This design comes from an exercise in tuning for small area on the open sky130 flow, not from production work.
RTL that was checked went through simulation tests only; none was proved equivalent to the original.

==> flow/design.v (excerpt) <==
module multiply_matrix
(
    input clk,
    input load,
	input load_w,
	input [159:0] c,
    input [63:0] a,
	input [63:0] b,
    output logic [159:0] out
);
==> flow/config.mk <==
export PLATFORM = sky130hd
export DESIGN_NAME = multiply_matrix
export DESIGN_NICKNAME = multiply_matrix
export VERILOG_FILES = /design/flow/design.v
export SDC_FILE = /design/flow/constraint.sdc
export NUM_CORES = 8
export LEC_CHECK = 0
export CAP_MARGIN = 20
export CORE_MARGIN = 2
export CORE_UTILIZATION = 45
export CTS_BUF_LIST = sky130_fd_sc_hd__clkbuf_8 sky130_fd_sc_hd__clkbuf_16
export CTS_CLUSTER_DIAMETER = 60
export CTS_CLUSTER_SIZE = 20
export PLACE_DENSITY = 0.6
export SLEW_MARGIN = 20
export SYNTH_HIERARCHICAL = 1
==> flow/constraint.sdc <==
create_clock -name core_clock -period 5.0 [get_ports {clk}]
set_input_delay 1.0000 -clock core_clock [delete_from_list [all_inputs] [get_ports {clk}]]
set_output_delay 1.0000 -clock core_clock [all_outputs]
set_load 0.01 [all_outputs]
standard.sh (not shown) runs the stock make flow with config.mk's settings and CLKGATE_MAP_FILE= SYNTH_SCRIPT=/design/flow/synth_recipe.tcl, a recipe that flattens the netlist after the stock synthesis.
==> flow/flow/run.sh <==
#!/bin/bash
# Layout: the standard flow (standard.sh, unchanged synthesis and steps),
# with the input and output port buffers made of sky130_fd_sc_hd__buf_1,
# clock tree synthesis without dummy loads and with larger sink clusters, and
# global routing that offers less of met1/met2 (flow/fastroute.tcl).
set -euo pipefail
export BUFFER_PORTS_ARGS="-buffer_cell sky130_fd_sc_hd__buf_1"
export CTS_ARGS="-sink_clustering_enable -repair_clock_nets -dont_use_dummy_load -sink_clustering_size 30 -sink_clustering_max_diameter 80 -buf_list sky130_fd_sc_hd__clkbuf_16"
export FASTROUTE_TCL="$PWD/flow/fastroute.tcl"
bash standard.sh > standard_flow.log 2>&1
==> flow/flow/fastroute.tcl <==
# Global routing layers as the platform sets them, with less of met1 and met2
# offered to the global router so that it uses more met3 and met4.
set_global_routing_layer_adjustment $::env(MIN_ROUTING_LAYER)-$::env(MAX_ROUTING_LAYER) 0.2
set_global_routing_layer_adjustment met1 0.5
set_global_routing_layer_adjustment met2 0.4

set_routing_layers -clock $::env(MIN_CLK_ROUTING_LAYER)-$::env(MAX_ROUTING_LAYER)
set_routing_layers -signal $::env(MIN_ROUTING_LAYER)-$::env(MAX_ROUTING_LAYER)
Rerun with:
- CORE_UTILIZATION: 45 -> 55
- PLACE_DENSITY: 0.6 -> 0.68
Effect:
- Now the flow produced a layout that fails on negative setup slack
- wire length fell by 5.5%
- sequential cell count does not change
- count of clock-buffer cells in the layout drops by 9
- first-iteration DRC count is higher by 7.4%
- synthesized cell count is unchanged
No run of this note included a check of the RTL's function; only the layout flow was run.

* * *

multiply_matrix, a different RTL version from the one above (not shown whole).
Size: roughly 11,000 cells after synthesis, about 450 I/O pins.
clock: 5.0 ns
lec_check: 0
cap_margin: 20
core_margin: 2
core_utilization: 57
place_density: 0.7
slew_margin: 20
synth_hierarchical: 1
==> flow/flow/run.sh <==
#!/bin/bash
# Layout: the standard flow (standard.sh, unchanged synthesis and steps),
# with the input and output port buffers made of sky130_fd_sc_hd__buf_1 and
# clock tree synthesis without dummy loads and with larger sink clusters.
set -euo pipefail
export BUFFER_PORTS_ARGS="-buffer_cell sky130_fd_sc_hd__buf_1"
export CTS_ARGS="-sink_clustering_enable -repair_clock_nets -dont_use_dummy_load -sink_clustering_size 30 -sink_clustering_max_diameter 90 -buf_list sky130_fd_sc_hd__clkbuf_16"
bash standard.sh > standard_flow.log 2>&1
Next try:
==> flow/flow/run.sh (replaced) <==
#!/bin/bash
# Layout: the standard flow (standard.sh, unchanged synthesis and steps),
# with the input and output port buffers made of sky130_fd_sc_hd__buf_1.
set -euo pipefail
export BUFFER_PORTS_ARGS="-buffer_cell sky130_fd_sc_hd__buf_1"
bash standard.sh > standard_flow.log 2>&1
CORE_UTILIZATION = 60   (was 57)
CTS_BUF_LIST = sky130_fd_sc_hd__clkbuf_8 sky130_fd_sc_hd__clkbuf_16   (was unset)
CTS_CLUSTER_DIAMETER = 60   (was unset)
CTS_CLUSTER_SIZE = 20   (was unset)
PLACE_DENSITY = 0.72   (was 0.7)
Core utilization is higher by 4.0 points. Non-clock buffer count is lower by 22. Synthesized area does not change. Flip-flop and latch count stays the same. Die area is lower by a few percent. Maximum frequency is lower slightly. Design area is higher slightly. Via count is higher slightly.
Next try:
CORE_UTILIZATION = 50   (was 60)
PLACE_DENSITY = 0.65   (was 0.72)
The new run produced a clean layout.
Sequential share of layout area drops by 0.62 points.
Cell count is higher by about 6%.
Sequential cell count is unchanged.
Maximum frequency goes up by about 1.7%.
Non-clock buffer count rises by 20.
Wire length went up by 4.2%.
Next try:
--- a/flow/flow/run.sh
+++ b/flow/flow/run.sh
@@ -3 +3,2 @@
-# with the input and output port buffers made of sky130_fd_sc_hd__buf_1.
+# with the input and output port buffers made of sky130_fd_sc_hd__buf_1 and
+# clock tree synthesis without dummy loads and with larger sink clusters.
@@ -5,0 +7 @@
+export CTS_ARGS="-sink_clustering_enable -repair_clock_nets -dont_use_dummy_load -sink_clustering_size 30 -sink_clustering_max_diameter 90 -buf_list sky130_fd_sc_hd__clkbuf_16"
CORE_UTILIZATION = 64   (was 50)
CTS_BUF_LIST = unset   (was sky130_fd_sc_hd__clkbuf_8 sky130_fd_sc_hd__clkbuf_16)
CTS_CLUSTER_DIAMETER = unset   (was 60)
CTS_CLUSTER_SIZE = unset   (was 20)
PLACE_DENSITY = 0.76   (was 0.65)
Global-route usage grows by 9.6 points.

[port drivers added, routing unchanged]
The results above use ideal ports. As a check the final layouts listed here were re-extracted and re-timed, cells and wires unchanged.
Step 1 (the two cells are an assumption about what drives the block):
set clk [get_ports {clk}]
set_driving_cell -lib_cell sky130_fd_sc_hd__clkbuf_16 $clk
set_driving_cell -lib_cell sky130_fd_sc_hd__buf_2 [delete_from_list [all_inputs] $clk]
Step 2 also shifts input and output timing later by t, the mid clock arrival at the registers, as if the neighbouring blocks saw the same clock.
Three values: no drivers, after step 1, after step 2; two values: the first two.
run | shift t [ns] | setup slack, ns | worst register clock-pin slew, ns | worst slew at a driven data input, ns | pins driven straight from the clock port
the first run of note 1 | 1.024 | 0.096 / 0.096 / 0.096 | 0.11 / 0.11 | 0.22 | 1
the second run of note 1 | 0.963 | -0.002 / -0.002 / -0.002 | 0.11 / 0.11 | 0.15 | 1
the first run of note 2 | 0.962 | 0.139 / 0.139 / 0.139 | 0.11 / 0.11 | 0.12 | 1
the second run of note 2 | 1.015 | 0.058 / 0.058 / 0.058 | 0.09 / 0.09 | 0.08 | 1
the third run of note 2 | 1.054 | 0.139 / 0.139 / 0.139 | 0.08 / 0.08 | 0.13 | 1
the fourth run of note 2 | 0.914 | 0.176 / 0.176 / 0.176 | 0.12 / 0.12 | 0.10 | 1
